This is an optimization exercise on Yosys and OpenROAD, whose aim is small area and a short achievable clock period, not a production implementation.
RTL that was checked went through simulation tests only; none was proved equivalent to the original.
Only the layout flow was run in run 2; the RTL was not checked for function there.
Power is estimated from default activity; no workload was simulated.

<file path="flow/config.mk">
export PLATFORM = sky130hd
export DESIGN_NAME = free_list
export DESIGN_NICKNAME = free_list
export VERILOG_FILES = /design/flow/design.v
export SDC_FILE = /design/flow/constraint.sdc
export NUM_CORES = 4
export LEC_CHECK = 0
export CAP_MARGIN = 20
export CORE_MARGIN = 2
export CORE_UTILIZATION = 40
export SETUP_SLACK_MARGIN = 0.2
export SLEW_MARGIN = 20
</file>
<file path="flow/constraint.sdc">
create_clock -name core_clock -period 7.0 [get_ports {i_clk}]
set_input_delay 1.4000 -clock core_clock [delete_from_list [all_inputs] [get_ports {i_clk}]]
set_output_delay 1.4000 -clock core_clock [all_outputs]
set_load 0.01 [all_outputs]
</file>
<file path="flow/design.v">
`default_nettype none
module free_list #(
    parameter LEN = 32 + 16,
    parameter LBITS = $clog2(LEN)
) (
    input wire i_clk,
    input wire i_rst_n,
    input wire [LBITS - 1:0] i_ret_p0,
    input wire [LBITS - 1:0] i_ret_p1,
    input wire [LBITS - 1:0] i_ret_p2,
    input wire [LBITS - 1:0] i_ret_p3,
    input wire [2:0] i_ret_count,
    input wire [2:0] i_req_count,
    output reg [LBITS - 1:0] o_req0,
    output reg [LBITS - 1:0] o_req1,
    output reg [LBITS - 1:0] o_req2,
    output reg [LBITS - 1:0] o_req3,
    output reg [2:0] o_req_count,  
    output reg [LBITS - 1:0] o_avail_count
);
    reg [0:LEN - 1] free;
    wire [0:3] ret_mask = {i_ret_count != 0, i_ret_count > 1, i_ret_count > 2, i_ret_count == 4};
    wire [0:LEN - 1] released0 = ret_mask[0] << i_ret_p0;
    wire [0:LEN - 1] released1 = ret_mask[1] << i_ret_p1;
    wire [0:LEN - 1] released2 = ret_mask[2] << i_ret_p2;
    wire [0:LEN - 1] released3 = ret_mask[3] << i_ret_p3;
    wire [0:LEN - 1] released = free | released0 | released1 | released2 | released3;
    wire [0:LEN - 1] clb0 = released & (released - 1);
    wire [0:LEN - 1] clb1 = clb0 & (clb0 - 1);
    wire [0:LEN - 1] clb2 = clb1 & (clb1 - 1);
    wire [0:LEN - 1] clb3 = clb2 & (clb2 - 1);
    wire [0:LEN - 1] mask0 = released ^ clb0;
    wire [0:LEN - 1] mask1 = clb0 ^ clb1;
    wire [0:LEN - 1] mask2 = clb1 ^ clb2;
    wire [0:LEN - 1] mask3 = clb2 ^ clb3;
    wire [LBITS - 1:0] req0, req1, req2, req3;
    encoder_6bit enc0 (.i_vec(mask0), .o_code(req0));
    encoder_6bit enc1 (.i_vec(mask1), .o_code(req1));
    encoder_6bit enc2 (.i_vec(mask2), .o_code(req2));
    encoder_6bit enc3 (.i_vec(mask3), .o_code(req3));
    always @(posedge i_clk, negedge i_rst_n) begin
        if (!i_rst_n) begin
            free <= {LEN{1'b1}};
            o_avail_count <= LEN;
            o_req0 <= {LBITS{1'b0}};
            o_req1 <= {LBITS{1'b0}};
            o_req2 <= {LBITS{1'b0}};
            o_req3 <= {LBITS{1'b0}};
            o_req_count <= 3'd0;
        end else begin
            o_avail_count <= o_avail_count + i_ret_count - i_req_count;
            case (i_req_count)
                3'd0: free <= released;
                3'd1: free <= clb0;
                3'd2: free <= clb1;
                3'd3: free <= clb2;
                3'd4: free <= clb3;
            endcase
            o_req0 <= req0;
            o_req1 <= req1;
            o_req2 <= req2;
            o_req3 <= req3;
            o_req_count <= i_req_count;
        end
    end
endmodule
module encoder_6bit (
    input wire [63:0] i_vec,
    output reg [5:0] o_code
);
    always @(*) begin
        o_code = 6'h0;
        case (1'b1)
            i_vec[6'h0]: o_code = 6'h0;
            i_vec[6'h1]: o_code = 6'h1;
            i_vec[6'h2]: o_code = 6'h2;
            i_vec[6'h3]: o_code = 6'h3;
            i_vec[6'h4]: o_code = 6'h4;
            i_vec[6'h5]: o_code = 6'h5;
            i_vec[6'h6]: o_code = 6'h6;
            i_vec[6'h7]: o_code = 6'h7;
            i_vec[6'h8]: o_code = 6'h8;
            i_vec[6'h9]: o_code = 6'h9;
            i_vec[6'ha]: o_code = 6'ha;
            i_vec[6'hb]: o_code = 6'hb;
            i_vec[6'hc]: o_code = 6'hc;
            i_vec[6'hd]: o_code = 6'hd;
            i_vec[6'he]: o_code = 6'he;
            i_vec[6'hf]: o_code = 6'hf;
            i_vec[6'h10]: o_code = 6'h10;
            i_vec[6'h11]: o_code = 6'h11;
            i_vec[6'h12]: o_code = 6'h12;
            i_vec[6'h13]: o_code = 6'h13;
            i_vec[6'h14]: o_code = 6'h14;
            i_vec[6'h15]: o_code = 6'h15;
            i_vec[6'h16]: o_code = 6'h16;
            i_vec[6'h17]: o_code = 6'h17;
            i_vec[6'h18]: o_code = 6'h18;
            i_vec[6'h19]: o_code = 6'h19;
            i_vec[6'h1a]: o_code = 6'h1a;
            i_vec[6'h1b]: o_code = 6'h1b;
            i_vec[6'h1c]: o_code = 6'h1c;
            i_vec[6'h1d]: o_code = 6'h1d;
            i_vec[6'h1e]: o_code = 6'h1e;
            i_vec[6'h1f]: o_code = 6'h1f;
            i_vec[6'h20]: o_code = 6'h20;
            i_vec[6'h21]: o_code = 6'h21;
            i_vec[6'h22]: o_code = 6'h22;
            i_vec[6'h23]: o_code = 6'h23;
            i_vec[6'h24]: o_code = 6'h24;
            i_vec[6'h25]: o_code = 6'h25;
            i_vec[6'h26]: o_code = 6'h26;
            i_vec[6'h27]: o_code = 6'h27;
            i_vec[6'h28]: o_code = 6'h28;
            i_vec[6'h29]: o_code = 6'h29;
            i_vec[6'h2a]: o_code = 6'h2a;
            i_vec[6'h2b]: o_code = 6'h2b;
            i_vec[6'h2c]: o_code = 6'h2c;
            i_vec[6'h2d]: o_code = 6'h2d;
            i_vec[6'h2e]: o_code = 6'h2e;
            i_vec[6'h2f]: o_code = 6'h2f;
            i_vec[6'h30]: o_code = 6'h30;
            i_vec[6'h31]: o_code = 6'h31;
            i_vec[6'h32]: o_code = 6'h32;
            i_vec[6'h33]: o_code = 6'h33;
            i_vec[6'h34]: o_code = 6'h34;
            i_vec[6'h35]: o_code = 6'h35;
            i_vec[6'h36]: o_code = 6'h36;
            i_vec[6'h37]: o_code = 6'h37;
            i_vec[6'h38]: o_code = 6'h38;
            i_vec[6'h39]: o_code = 6'h39;
            i_vec[6'h3a]: o_code = 6'h3a;
            i_vec[6'h3b]: o_code = 6'h3b;
            i_vec[6'h3c]: o_code = 6'h3c;
            i_vec[6'h3d]: o_code = 6'h3d;
            i_vec[6'h3e]: o_code = 6'h3e;
            i_vec[6'h3f]: o_code = 6'h3f;
        endcase
    end
endmodule
</file>
<file path="flow/run.sh">
#!/bin/bash
# synth_recipe.tcl (not shown) runs the flow's synth.tcl, then flattens the netlist and writes it again
# the make line also repeats each setting of config.mk as NAME=value (left out here)
make -C /OpenROAD-flow-scripts/flow DESIGN_CONFIG=/design/flow/config.mk WORK_HOME=/design/flow/orfs CLKGATE_MAP_FILE= SYNTH_SCRIPT=/design/flow/synth_recipe.tcl finish
</file>
==> results.txt, run 1 <==
met2 usage=68.4%; hold path cells=2; ys async rst share=100%; Ports=65; kind of critical path=input port to flop; DRC Markers=0; R2R Setup Slk=approximately 1.7 ns; CTS tree=yes; Post-synth top flop=dfstp_2; Post-Syn Area=12100 um2; max_cap viols=0; layout cells sized above 1=between 30% and 40%; port buffer count=64; leading cell type in the layout, fill and taps excluded=buf_4; library cells used by synthesis=105; GR Util met3=15.7%; Final setup viols=0; Max VDD drop=0.293 mV; Final period util=a little over nine tenths; global route hottest layer=met2; DR WL/cell=27.6 um; Worst Path Arrival=~7.1 ns; Slew Limit Fails=0; TritonRoute pass-1 iters=8; Post-Route Skew=0.0145 ns; final antenna-violating net count=0; P per Cell Area=between 200 and 250 nW/um2; status=no timing/DRC/antenna violations; leakage power=around 7.8 nW; WP buf/inv=12; Avg Cell Area, Syn=6.90 um2; max incr delay on CP=0.45 ns; Top delay family on crit path=buffers and inverters; Final Util=between 60% and 70%; largest net degree at the start of global routing=63; vias in the first global route=roughly 17000; Yosys reg bits=81; RD Place Congestion=1.11; CP endpoint kind=flop; Skew-Pair Late Insertion Delay=0.39 ns; Reg clk slew, reported paths=about 0.070 ns; Worst Hold Launch=free[2]; register area share after synthesis=around 17%; GRT Util Overall=46.5%; die height=approximately 180 um; # clock sinks=81; Hold Path Class=flop to flop; final WL=approximately 75 mm; hold_ws=between 0.5 and 0.6 ns; Crit Reg-Reg Startpoint=free[43]; H-tree Lvls=3; nets=2363; Die ar.=31700 um2; most frequent cells in the layout=599 x buf_4, 193 x nand2_1, 149 x nor2_1; critical path fanouts, max=13; Ys Warns=6; pre-CTS setup slack=-0.716 ns; actual slew at the worst max-slew pin=1.00 ns; Placement Cell Area=between 15000 and 20000 um2; Area Overhead vs Synth=52.3%; hold_buf cts=0; die width=~180 um; Synth area leaders=dfstp_2 11%, dfrtp_1 6.4%, nand3_1 6.1%; vias=18500; Hold EP=free[2]; CTS buffer count=9; met1 usage=58.0%; fin crit period=6.75 ns; number of cells produced by synthesis=1756; final instance area=18500 um2; CTS root buffer=clkbuf_16; cell mode on critical path=buf_4; dpl hpwl=58.3 mm; Achievable Freq=148 MHz; slowest CP cell=clkdlybuf4s50_1; Initial DRC Count=roughly 2800; Vias/cell=6.81; row cnt=63; initial antenna violation count=5; worst reg2reg endpoint=o_req3[0]; Hold Vio Cnt, Final=0; Post-synth EDFFs=0; Register-to-Register Path Depth=19; max_slew headroom=33.2%; Req. time, crit path=7.32 ns; Post-Syn Nets=approximately 1800; share of the synthesized area in the top cell type=a little over a tenth; RSZ-0062 raised after global routing=yes; Initial Util=40.8%; total global routing overflow=0; Worst Slack Setup Final=0.248 ns; Core Area=roughly 30000 um2; DP Cell Count=2660; Startpoint Class=input port; top cell type by total area after synthesis=dfstp_2; Max Root-Sink Buffers=2; Non-Filler Instances=2718; first-pass GRT wire length=between 100 and 150 mm
## registers in the layout (all words and copies together) (netlist names)
signal and cells:
o_req_count 3, o_req2 6, free 48, o_avail_count 6, o_req0 6, o_req3 6, o_req1 6
## area by class of cell
type	count	area, um2
Fill cell	2751	11300
Multi-Input combinational cell	1512	10000
Timing Repair Buffer	683	5440
Sequential cell	81	2090
Tap cell	390	488
Clock buffer	12	246
Inverter	35	131
Clock inverter	4	52.6
Antenna cell	1	2.50
## metal layers
| layer | share of wire (%) | wire, um |
|---|---|---|
| met2 | 42 | 31300 |
| met1 | 39 | 29000 |
| met4 | 6.9 | 5180 |
| met3 | 13 | 9370 |
| met5 | 0.053 | 40 |
## how the worst max path moves through the flow
stage                     slack, ns  cells past startpoint   endpoint            from
after floorplan                0.20                     20  o_req3[0]  i_ret_count[2]
after global placement        -0.46                     26  o_req3[0]  i_ret_count[1]
after detailed placement      -0.72                     24  o_req3[0]  i_ret_count[1]
after CTS                      0.13                     21  o_req3[0]  i_ret_count[2]
after global routing           0.11                     27  o_req3[0]     i_ret_p0[2]
final                          0.25                     27  o_req3[0]     i_ret_p0[2]
## kinds of logic (layout without fill, tap and decap cells)
| group | count (synthesis) | count (layout) | share of synthesized area [%] |
|---|---|---|---|
| AND/OR/NAND/NOR | 833 | 834 | 37.7 |
| AO/OA/AOI/OAI | 646 | 646 | 36.8 |
| buffers and inverters | 164 | 734 | 5.37 |
| flip-flops | 81 | 81 | 17.3 |
| adder cells (fa/ha/maj) | 18 | 18 | 1.86 |
| XOR/XNOR | 10 | 10 | 0.723 |
| multiplexers | 4 | 4 | 0.341 |
| other | 0 | 1 | 0 |
## power breakdown
part	total (W)	internal (W)	switching (W)
logic	0.00285	0.00126	0.00159
clock network	0.000544	0.000288	0.000256
registers	0.000729	0.000625	0.000105
## through the flow
stage	setup TNS, ns	power, W
6_report	0	0.00413
3_3_place_gp	-6.13	0.00328
4_1_cts	0	0.00390
3_5_place_dp	-9.51	0.00331
5_1_grt	0	0.00428
2_1_floorplan	0	0.00191
## Yosys cell counts (20+ instances only)
cell      count
nor4_1       21
dfstp_2      50
nor2_1      154
nor4bb_1     20
and2_1       21
a21oi_1     139
a31oi_1      68
nand3_1     148
nand4_1      49
o21ai_0     127
and4_1       33
nor3_1       39
inv_1        35
dfrtp_1      31
clkbuf_1    104
a221oi_1     31
and3_1       27
nand2_1     196
## worst register-to-register path: cells and delay by family (launching register included)
kind | cells | cell delay (ns)
simple gates | 5 | 1.52
flops | 1 | 0.40
compound gates | 10 | 2.66
buf+inv | 4 | 0.68
## timing repair
action / 4_1_cts / 5_1_grt
endpoints found under the setup margin: 22 / 36
gates resized for setup: 42 / 118
pin swaps: 16 / 43
cloned: 1 / 2
setup buffers: 10 / 28
==> run 2: changes to the inputs <==
==> flow/design.v (replaced) <==
`default_nettype none
module free_list #(
    parameter LEN = 32 + 16,
    parameter LBITS = $clog2(LEN)
) (
    input wire i_clk,
    input wire i_rst_n,
    input wire [LBITS - 1:0] i_ret_p0,
    input wire [LBITS - 1:0] i_ret_p1,
    input wire [LBITS - 1:0] i_ret_p2,
    input wire [LBITS - 1:0] i_ret_p3,
    input wire [2:0] i_ret_count,
    input wire [2:0] i_req_count,
    output reg [LBITS - 1:0] o_req0,
    output reg [LBITS - 1:0] o_req1,
    output reg [LBITS - 1:0] o_req2,
    output reg [LBITS - 1:0] o_req3,
    output reg [2:0] o_req_count,
    output reg [LBITS - 1:0] o_avail_count
);
    reg [LEN - 1:0] free;
    reg [4:0] rank [0:LEN];
    reg [LEN - 1:0] m0, m1, m2, m3;
    integer i;
    always @(*) begin
        rank[0] = 5'b00001;
        for (i = 0; i < LEN; i = i + 1) begin
            rank[i + 1] = free[i] ? {rank[i][4] | rank[i][3], rank[i][2:0], 1'b0} : rank[i];
            m0[i] = free[i] & rank[i][0];
            m1[i] = free[i] & rank[i][1];
            m2[i] = free[i] & rank[i][2];
            m3[i] = free[i] & rank[i][3];
        end
    end
    reg [LBITS - 1:0] e0, e1, e2, e3;
    always @(*) begin
        e0 = 0; e1 = 0; e2 = 0; e3 = 0;
        for (i = 0; i < LEN; i = i + 1) begin
            e0 = e0 | ({LBITS{m0[i]}} & i[LBITS - 1:0]);
            e1 = e1 | ({LBITS{m1[i]}} & i[LBITS - 1:0]);
            e2 = e2 | ({LBITS{m2[i]}} & i[LBITS - 1:0]);
            e3 = e3 | ({LBITS{m3[i]}} & i[LBITS - 1:0]);
        end
    end
    wire q1 = i_req_count != 3'd0;
    wire q2 = i_req_count[2] | i_req_count[1];
    wire q3 = i_req_count[2] | (i_req_count[1] & i_req_count[0]);
    wire q4 = i_req_count[2];
    wire [LEN - 1:0] taken = (m0 & {LEN{q1}}) | (m1 & {LEN{q2}}) | (m2 & {LEN{q3}}) | (m3 & {LEN{q4}});
    wire r1 = i_ret_count != 3'd0;
    wire r2 = i_ret_count[2] | i_ret_count[1];
    wire r3 = i_ret_count[2] | (i_ret_count[1] & i_ret_count[0]);
    wire r4 = i_ret_count[2];
    reg [LEN - 1:0] ret;
    always @(*) begin
        for (i = 0; i < LEN; i = i + 1)
            ret[i] = (r1 & (i_ret_p0 == i)) | (r2 & (i_ret_p1 == i)) |
                     (r3 & (i_ret_p2 == i)) | (r4 & (i_ret_p3 == i));
    end
    always @(posedge i_clk, negedge i_rst_n) begin
        if (!i_rst_n) begin
            free <= {LEN{1'b1}};
            o_avail_count <= LEN;
            o_req_count <= 3'd0;
        end else begin
            free <= (free & ~taken) | ret;
            o_avail_count <= o_avail_count + i_ret_count - i_req_count;
            o_req_count <= i_req_count;
        end
    end
    always @(posedge i_clk) begin
        o_req0 <= e0;
        o_req1 <= e1;
        o_req2 <= e2;
        o_req3 <= e3;
    end
endmodule
==> run 2 against run 1 <==
Still clean on timing, DRC and antenna. Sequential power increased by 77%. Sequential share of layout area increased by 1.9 points. Wire length decreased by 0.90%. Critical path depth decreased by 8. Synthesized cell count increased by 21%. Critical path type is now flop to flop.
==> results.txt, run 2 <==
number of cells produced by synthesis=2125 (was 1756); max reg flops=48 (unchanged); max_cap viols=0 (unchanged); worst reg2reg endpoint=o_req3[1] (was o_req3[0]); Hold Vio Cnt, Final=0 (unchanged); layout cells sized above 1=9.86% (was 36.7%); Pint=0.00347 W (was 0.00217 W); RD Place Congestion=1.03 (was 1.11); first-pass GRT wire length=110 mm (was 109 mm); Final setup viols=0 (unchanged); dpl hpwl=57.7 mm (was 58.3 mm); slowest CP cell=a211oi_1 (was clkdlybuf4s50_1); DP Cell Count=2522 (was 2660); max incr delay on CP=0.57 ns (was 0.45 ns); CTS tree=yes (unchanged); Skew-Pair Late Insertion Delay=0.39 ns (about the same); P per Cell Area=615 nW/um2 (was 224 nW/um2); Startpoint Class=flop (was input port); CP cell instances=inv_1 > ha_1 > mux2_4 > nand4_1 > a211oi_1 > or2_1 > nor2_2 > o2111a_1 > nand4_1 > a211oi_1 > or4b_4 > nand3_1 > a31oi_1 > a211oi_2 > o31ai_1 > a21o_1 > a221oi_1 > nand2_1 > or4_1; R2R Setup Slk=0.46 ns (was 1.68 ns); Crit path depth=19 (was 27); actual slew at the worst max-slew pin=1.08 ns (was 1.00 ns); CTS root buffer=clkbuf_16 (unchanged); Clock Power Share=5.5% (was 13.2%); Post-Syn Nets=2169 (was 1797); die height=189 um (was 178 um); Ys Warns=2 (was 6); share of the synthesized area in the top cell type=9.61% (was 10.8%); status=no timing/DRC/antenna violations (unchanged); register area share after synthesis=14.4% (was 17.3%); Area Overhead vs Synth=9.37% (was 52.3%); sequential share of power=14.0% (was 17.7%); GRT Util Overall=40.5% (was 46.5%); Hold Path Class=flop to flop (unchanged); row cnt=67 (was 63); Avg Cell Area, Syn=6.43 um2 (was 6.90 um2); Crit Reg-Reg Startpoint=free[0] (was free[43]); switching share of power=62.2% (was 47.4%); Max Root-Sink Buffers=2 (unchanged); CTS buffer count=9 (unchanged); CP endpoint kind=flop (unchanged); Post-Route Skew=0.0235 ns (was 0.0145 ns); vias=18500 (about the same); DR WL/cell=29.3 um (was 27.6 um); Crit. Startpoint=free[0] (was i_ret_p0[2]); fin crit period=6.54 ns (was 6.75 ns); largest net degree at the start of global routing=58 (was 63); total global routing overflow=0 (unchanged); Top delay family on crit path=simple AND/OR/NAND/NOR gates (was buffers and inverters); max_slew headroom=27.3% (was 33.2%); switching power=0.00572 W (was 0.00196 W); top-count cell post-synth=nand2_1 (unchanged); Req. time, crit path=7.25 ns (was 7.32 ns); Gate power share=80.5% (was 69.1%); register bank with the most flops=free (unchanged); WP buf/inv=1 (was 12); ys async rst share=70.4% (was 100%); critical path fanouts, max=13 (unchanged); Initial Util=40.7% (was 40.8%); final antenna-violating net count=0 (unchanged); Max VDD drop=0.326 mV (was 0.293 mV); Slew Limit Fails=0 (unchanged); H-tree Lvls=3 (unchanged); Post-synth EDFFs=0 (unchanged); die width=189 um (was 178 um); Yosys reg bits=81 (unchanged); RSZ-0062 raised after global routing=yes (unchanged); number of diodes=0 (was 1); Die ar.=35700 um2 (was 31700 um2); Register-to-Register Path Depth=19 (unchanged); Reg clk slew, reported paths=0.07 ns (about the same); # clock sinks=81 (unchanged); CP endpoint=o_req3[1] (was o_req3[0]); initial antenna violation count=0 (was 5); library cells used by synthesis=104 (was 105); TritonRoute pass-1 iters=8 (unchanged); Synth top cells by count=297 x nand2_1, 227 x nor2_1, 165 x o21ai_0 (was 196 x nand2_1, 154 x nor2_1, 148 x nand3_1); Vias/cell=7.28 (was 6.81); port buffer count=64 (unchanged); Ports=65 (unchanged); Worst Path Arrival=6.79 ns (was 7.08 ns); most frequent cells in the layout=297 x nand2_1, 224 x nor2_1, 162 x a21oi_1, 162 x o21ai_0, 79 x nand3_1 (was 599 x buf_4, 193 x nand2_1, 149 x nor2_1); DRC Markers=0 (unchanged); Initial DRC Count=3115 (was 2803); Core Area=33600 um2 (was 29700 um2); Non-Filler Instances=2538 (was 2718); Synth area leaders=dfstp_2 9.6%, nand2_1 8.2%, nor2_1 6.2% (was dfstp_2 11%, dfrtp_1 6.4%, nand3_1 6.1%); vias in the first global route=16700 (was 17300); Post-Syn Area=13700 um2 (was 12100 um2); top cell type by total area after synthesis=dfstp_2 (unchanged); Achievable Freq=153 MHz (was 148 MHz); Worst Hold Launch=o_avail_count[4] (was free[2]); Final period util=93.4% (was 96.5%); final setup TNS=0 ns (unchanged); leading cell type in the layout, fill and taps excluded=nand2_1 (was buf_4); leakage power=5.49 nW (was 7.76 nW); kind of critical path=flop to flop (was input port to flop); final WL=74.2 mm (was 74.9 mm); nets=2129 (was 2363); Post-synth top flop=dfstp_2 (unchanged)
-- run 2: changes by cell type after synthesis, moves of 28 or more --
cell / change
a31oi_1: -34
and4_1: -28
clkbuf_1: +32
nand2_1: +101
nand3_1: -68
nor2_1: +73
o211ai_1: +31
o21ai_0: +38
o22ai_1: +28
-- run 2: per-stage QoR --
step / hold WS, ns / area (um2) / setup slack [ns] / power (W) / util (%)
final: 0.628 / 14900 / 0.464 / 0.00919 / 44.5
after global routing: 0.663 / 14900 / 0.148 / 0.00968 / 44.5
after CTS: 0.631 / 14900 / 0.308 / 0.00875 / 44.3
after detailed placement: 0.619 / 14600 / 0.305 / 0.00821 / 43.4
after global placement: 0.605 / 14600 / 0.473 / 0.00821 / 43.4
after floorplan: 0.607 / 13700 / 1.56 / 0.00579 / -
-- run 2: worst min-delay path by stage --
stage                             endpoint  slack (ns)  cells after the start
after floorplan           o_avail_count[5]        0.61                      2
after global placement    o_avail_count[5]        0.61                      2
after detailed placement  o_avail_count[5]        0.62                      2
after CTS                 o_avail_count[5]        0.63                      2
after global routing              free[47]        0.66                      2
final                     o_avail_count[5]        0.63                      2
-- run 2: worst register-to-register path: cells and delay by family (launching register included) --
family	cells	cell delay, ns
simple gates	8	2.50
fa+ha+maj	1	0.40
buf+inv	1	0.06
compound gates	8	2.50
mux	1	0.40
flops	1	0.55
-- run 2: power by group through the flow --
stage | registers [W] | logic (W) | clock network (W)
after floorplan | 0.000843 | 0.00495 | 0
after global placement | 0.00125 | 0.00696 | 0
after detailed placement | 0.00125 | 0.00696 | 0
after CTS | 0.00125 | 0.00700 | 0.000501
after global routing | 0.00131 | 0.00785 | 0.000520
final | 0.00129 | 0.00740 | 0.000501
-- run 2: routing by layer --
| metal | wire (um) | GRT usage (%) | share of wire, % | vias to the layer above |
|---|---|---|---|---|
| met5 | 0 | 0 | 0 | - |
| met4 | 4270 | 20.7 | 5.8 | 0 |
| met3 | 9030 | 9.33 | 12 | 242 |
| met2 | 30200 | 56.8 | 41 | 1469 |
| met1 | 30700 | 57.4 | 41 | 8763 |
| li1 | - | - | - | 7995 |
-- run 2: cell families after synthesis --
| group | after synthesis | share of synthesized area, % |
|---|---|---|
| compound gates | 805 | 40.4 |
| xor+xnor | 27 | 1.73 |
| fa+ha+maj | 15 | 1.48 |
| buf+inv | 232 | 6.75 |
| flops | 81 | 14.4 |
| mux | 21 | 1.68 |
| simple gates | 944 | 33.5 |
-- run 2: layout make-up --
type,instances,area [um2]
Fill cell,3586,18700
Multi-Input combinational cell,1812,10900
Sequential cell,81,1970
Timing Repair Buffer,118,1040
Tap cell,448,561
Clock buffer,13,260
Inverter,63,236
Clock inverter,3,23.8
-- run 2: repair_timing --
action                                  in CTS  in global routing
gates resized for setup                      0                 14
endpoints found under the setup margin       0                  5
setup buffers                                0                  0
hold buffers                                 0                  0

==> afterwards: timing with drivers on the ports <==
Ports are ideal in the flow. The routed layouts listed here were re-timed in OpenROAD. Step 1 (the two cells are an assumption about what drives the block):
set clk [get_ports {i_clk}]
set_driving_cell -lib_cell sky130_fd_sc_hd__clkbuf_16 $clk
set_driving_cell -lib_cell sky130_fd_sc_hd__buf_2 [delete_from_list [all_inputs] $clk]
Step 2 adds t to the input delays and takes it off the output delays; t is the mean of the earliest and latest rising clock arrival at the registers after step 1. Input paths then give back, and output paths get back, about the clock's delay inside the block. Three values: no drivers, after step 1, after step 2; two values: the first two.
run	t, ns	slack for setup (ns)	latest minus earliest clock arrival (ns)	pins driven straight from the clock port
run 1	0.443	0.248 / 0.268 / -0.175	0.014 / 0.014	1
run 2	0.427	0.464 / 0.464 / 0.464	0.023 / 0.024	1
With both steps, setup timing fails in run 1, where it was met with ideal ports. The setup slack of run 1, which loses most, moves by +0.020 ns with the drivers and by -0.423 ns with both steps.
